What follows belongs to an exercise in optimizing a design on an open flow for small area, a short achievable clock period and few clock cycles per item; a production flow would make more cautious choices. No driver is modelled on the clock port, so clock power and skew are understated where the tree is cut down; a real chip needs a root buffer or a tree. Power is estimated from default activity; no workload was simulated.

Setup of the baseline:
// full_hash
module full_hash (
    input wire clk
    ,input wire rst_n
    ,input wire start
    ,input wire [7:0] Byte
    ,input wire End_of_File
    ,input wire F_dr
    ,output wire [0:31] R_h
    ,output wire F_rtr
    ,output wire H_ready
);
clock: 5.0 ns
lec_check: 0
abc_clock_period_in_ps: 1700
cap_margin: 20
core_margin: 2
core_utilization: 40
place_density: 0.6
setup_slack_margin: 3.3
slew_margin: 20
run.sh (not shown) runs the stock make flow with config.mk's settings and CLKGATE_MAP_FILE= SYNTH_SCRIPT=/design/flow/synth_recipe.tcl, a recipe that flattens the netlist after the stock synthesis.
Looking at the reports, the baseline completed the entire flow and the layout it produced met the timing, design-rule and antenna checks.
[inputs] the candidate vs the baseline
Settings: SETUP_SLACK_MARGIN removed (was 3.3); ABC_CLOCK_PERIOD_IN_PS removed (was 1700).
Notes after the runs:
The candidate: PASS, flow complete, no timing, DRC or antenna violations. Delta (the candidate minus the baseline): power now smaller, maximum clock rate now smaller. Clock skew was lower in the candidate than in the baseline. Power per unit of standard cell area (the baseline / the candidate): 0.947. Side by side, final net count turned out lower in the candidate than in the baseline. Global-route wire length before repair: the candidate lower than the baseline. Number of instances resized during post-cts repair in the candidate is 220 below the baseline.
Function was not checked in any run of this note: the RTL went through the layout flow alone.


## P
The RTL this note starts from:
==> flow/design.v <==
module sbox (
    input   wire [5:0] in
    ,output wire [3:0] out
);
    localparam [63:0] T0 = 64'hA4CD96D24B76B948;
    localparam [63:0] T1 = 64'hC50B38C692705D2B;
    localparam [63:0] T2 = 64'h6B5B9DA191E66B96;
    localparam [63:0] T3 = 64'h429DCD6A79E1348E;
    assign out[0] = T0[in];
    assign out[1] = T1[in];
    assign out[2] = T2[in];
    assign out[3] = T3[in];
endmodule
module C6 (
    input   wire [7:0] C6_in
    ,output wire [5:0] C6_out
);
assign C6_out[0] = C6_in[6];
assign C6_out[1] = C6_in[4];
assign C6_out[2] = C6_in[5] ^ C6_in[0];
assign C6_out[3] = C6_in[2];
assign C6_out[4] = C6_in[3];
assign C6_out[5] = C6_in[7] ^ C6_in[1];
endmodule
module M6 (
     input  wire [7:0] a
    ,output wire [5:0] b 
);
assign b[0] = a[5] ^ a[4] ;
assign b[1] = a[6];
assign b[2] = a[7];
assign b[3] = a[0];
assign b[4] = a[1];
assign b[5] = a[3] ^ a[2];
endmodule
module full_hash (
    input wire clk
    ,input wire rst_n
    ,input wire start
    ,input wire [7:0] Byte
    ,input wire End_of_File
    ,input wire F_dr
    ,output wire [0:31] R_h
    ,output wire F_rtr
    ,output wire H_ready
);
    reg  [31:4] g;         
    reg  [5:0]  x;         
    reg  [3:0]  s;         
    reg         v1;        
    reg         v2;        
    reg  [15:0] R_c;       
    reg         eof1;      
    reg         fin;       
    reg         fin2;      
    reg         done;      
    reg         restart;   
    reg         rdy;       
    wire        xfer = F_dr & rdy;
    wire        hi_zero = (R_c[15:8] == 8'd0);
    wire        start_now = start & hi_zero & (R_c[7:0] == 8'd0);
    wire [5:0]  m6_out;
    wire [5:0]  c6_lo, c6_hi;
    wire [3:0]  s_out;
    M6 modulo_m6 (.a(Byte), .b(m6_out));
    C6 modulo_c6_lo (.C6_in(R_c[7:0]), .C6_out(c6_lo));
    C6 modulo_c6_hi (.C6_in(R_c[15:8]), .C6_out(c6_hi));
    sbox modulo_sbox (.in(x), .out(s_out));
    wire sp01, sp02, sp03, sp12, sp13, sp23;
    assign sp01 = s[0] ^ s[1];
    assign sp02 = s[0] ^ s[2];
    assign sp03 = s[0] ^ s[3];
    assign sp12 = s[1] ^ s[2];
    assign sp13 = s[1] ^ s[3];
    assign sp23 = s[2] ^ s[3];
    wire [31:4] f;
    assign f[4] = g[26] ^ s[3];
    assign f[5] = g[27] ^ s[0];
    assign f[6] = g[24] ^ s[1];
    assign f[7] = ~(g[25] ^ s[2]);
    assign f[8] = g[31] ^ s[0];
    assign f[9] = g[28] ^ s[1];
    assign f[10] = ~(g[29] ^ s[2]);
    assign f[11] = g[30] ^ s[3];
    assign f[12] = g[5] ^ sp01;
    assign f[13] = ~(g[6] ^ sp12);
    assign f[14] = g[7] ^ sp23;
    assign f[15] = g[4] ^ sp03;
    assign f[16] = g[10] ^ sp01;
    assign f[17] = ~(g[11] ^ sp12);
    assign f[18] = g[8] ^ sp23;
    assign f[19] = g[9] ^ sp03;
    assign f[20] = g[15] ^ sp02;
    assign f[21] = ~(g[12] ^ sp13);
    assign f[22] = ~(g[13] ^ sp02);
    assign f[23] = g[14] ^ sp13;
    assign f[24] = g[16] ^ sp02;
    assign f[25] = g[17] ^ sp13;
    assign f[26] = g[18] ^ sp02;
    assign f[27] = g[19] ^ sp13;
    assign f[28] = ~(g[21] ^ sp03);
    assign f[29] = ~(g[22] ^ sp01);
    assign f[30] = g[23] ^ sp12;
    assign f[31] = g[20] ^ sp23;
    wire        fin_short = fin & hi_zero;
    wire        done_next = ~start_now & (done | fin_short | fin2);
    wire [31:4] g_fold = g ^ {20'd0, s & {4{fin2}} | {2'b00, fin_short, 1'b0}, s & {4{fin}}};
    always_ff @(posedge clk) begin
        x <= F_dr ? m6_out : eof1 ? c6_hi : c6_lo;
        s <= s_out;
    end
    always_ff @(posedge clk or negedge rst_n)
        if (!rst_n) begin
            v1   <= 1'b0;
            v2   <= 1'b0;
            R_c  <= 16'd0;
            eof1 <= 1'b0;
            fin  <= 1'b0;
            fin2 <= 1'b0;
            done <= 1'b0;
            restart <= 1'b0;
        end else begin
            v1   <= xfer;
            v2   <= v1 & ~start_now;
            if (xfer)
                R_c <= R_c + 16'd1;
            eof1 <= End_of_File & ~(eof1 | fin | fin2 | done);
            fin  <= eof1;
            fin2 <= fin & ~hi_zero;
            done <= done_next;
            restart <= start_now;
        end
    always_ff @(posedge clk)
        g <= (~rst_n | restart) ? 28'h10DC3AF : v2 ? f : g_fold;
    always_ff @(posedge clk)
        rdy <= ~rst_n | ~done_next;
    assign F_rtr = rdy;
    assign H_ready = done;
    assign R_h[3] = g[4];
    assign R_h[2] = g[5];
    assign R_h[1] = g[6];
    assign R_h[0] = g[7];
    assign R_h[7] = g[8];
    assign R_h[6] = g[9];
    assign R_h[5] = g[10];
    assign R_h[4] = g[11];
    assign R_h[11] = g[15];
    assign R_h[10] = g[12];
    assign R_h[9] = g[13];
    assign R_h[8] = g[14];
    assign R_h[15] = g[19];
    assign R_h[14] = g[16];
    assign R_h[13] = g[17];
    assign R_h[12] = g[18];
    assign R_h[19] = g[22];
    assign R_h[18] = g[23];
    assign R_h[17] = g[20];
    assign R_h[16] = g[21];
    assign R_h[23] = g[26];
    assign R_h[22] = g[27];
    assign R_h[21] = g[24];
    assign R_h[20] = g[25];
    assign R_h[27] = g[29];
    assign R_h[26] = g[30];
    assign R_h[25] = g[31];
    assign R_h[24] = g[28];
    assign R_h[31] = ~g[5];
    assign R_h[30] = g[6];
    assign R_h[29] = g[7];
    assign R_h[28] = g[4];
endmodule
export LEC_CHECK = 0
export CAP_MARGIN = 20
export CORE_MARGIN = 2
export CORE_UTILIZATION = 55
export PLACE_DENSITY = 0.7
export SETUP_SLACK_MARGIN = 3.1
export SLEW_MARGIN = 20
create_clock -name core_clock -period 5.0 [get_ports {clk}]
standard.sh (not shown) runs the stock make flow with config.mk's settings and CLKGATE_MAP_FILE= SYNTH_SCRIPT=/design/flow/synth_recipe.tcl, a recipe that flattens the netlist after the stock synthesis.
==> flow/flow/run.sh <==
#!/bin/bash
# Standard ORFS layout with two changes:
#  - the port buffers are buf_2 cells instead of the cell buffer_ports picks by
#    default (a slow delay buffer);
#  - after CTS, the clock tree is rebuilt with one level of buffers
#    (flow/post_cts.tcl): the clock port drives 3 clkbuf_16 cells, each
#    driving the registers of one slice of the core.
set -euo pipefail
export BUFFER_PORTS_ARGS="-buffer_cell sky130_fd_sc_hd__buf_2"
export POST_CTS_TCL="$PWD/flow/post_cts.tcl"
bash standard.sh > make.log 2>&1
Other scripts of this flow, unchanged in this note and not shown: flow/flow/post_cts.tcl
P reached the end of the flow, and the finished layout is clean on the timing, design-rule and antenna checks.
## Diff of input files: Q against P
# P
export LEC_CHECK = 0
export CAP_MARGIN = 20
export CORE_MARGIN = 2
export CORE_UTILIZATION = 55
export PLACE_DENSITY = 0.7
export SETUP_SLACK_MARGIN = 3.1
export SLEW_MARGIN = 20
create_clock -name core_clock -period 5.0 [get_ports {clk}]
# Q
export LEC_CHECK = 0
export CAP_MARGIN = 20
export CORE_MARGIN = 2
export CORE_UTILIZATION = 40
export PLACE_DENSITY = 0.6
export SETUP_SLACK_MARGIN = 3.15
export SLEW_MARGIN = 20
create_clock -name core_clock -period 5.0 [get_ports {clk}]
## What came out
Via count: Q worse than P
Compared to P, Q has headroom to the max-slew limit 2.3 points lower.
[diff] total power, Q relative to P: regression
Number of maximum-capacitance constraint violations: P vs Q identical
In Q, the detailed-route wire length came out about 8% above the value in P.
Q against P: worst path arrival time dropped 0.06 ns, setup slack after layout has increased, post-route clock skew held, die outline height has increased.
Relative to P, instance count after placement with tap cells included has gone up in Q.
Q finished every step from synthesis to the final layout, and the layout passed the timing, design-rule and antenna checks.
No functional check of the RTL was part of any run of this note. No run of this note takes its clock network from TritonCTS; it comes from the design's own scripts or RTL.

-- re-timing with driven ports --
The results above use ideal ports. As a check the final layouts listed here were re-extracted and re-timed, cells and wires unchanged.
Step 1 assumes that a clkbuf_16 drives the clock port and a buf_2 every other input.
Step 2 also shifts input and output timing later by t, the mid clock arrival at the registers, as if the neighbouring blocks saw the same clock.
Slacks: ideal / step 1 / step 2; pairs: ideal / step 1.
| run | t, ns | setup slack, ns | worst setup path at the end | slew at the worst register clock pin (ns) |
|---|---|---|---|---|
| the baseline | 0.335 | 2.223 / 2.202 / 1.867 | input to register | 0.10 / 0.10 |
| the candidate | 0.341 | 1.218 / 1.224 / 0.884 | input to register | 0.10 / 0.10 |
| P | 0.205 | 3.093 / 3.087 / 2.882 | input to register | 0.08 / 0.08 |
| Q | 0.206 | 3.127 / 3.122 / 2.916 | input to register | 0.08 / 0.08 |
After both steps every run listed still meets setup and hold. The setup slack of the baseline, which loses most, moves by -0.021 ns with the drivers and by -0.356 ns with both steps.
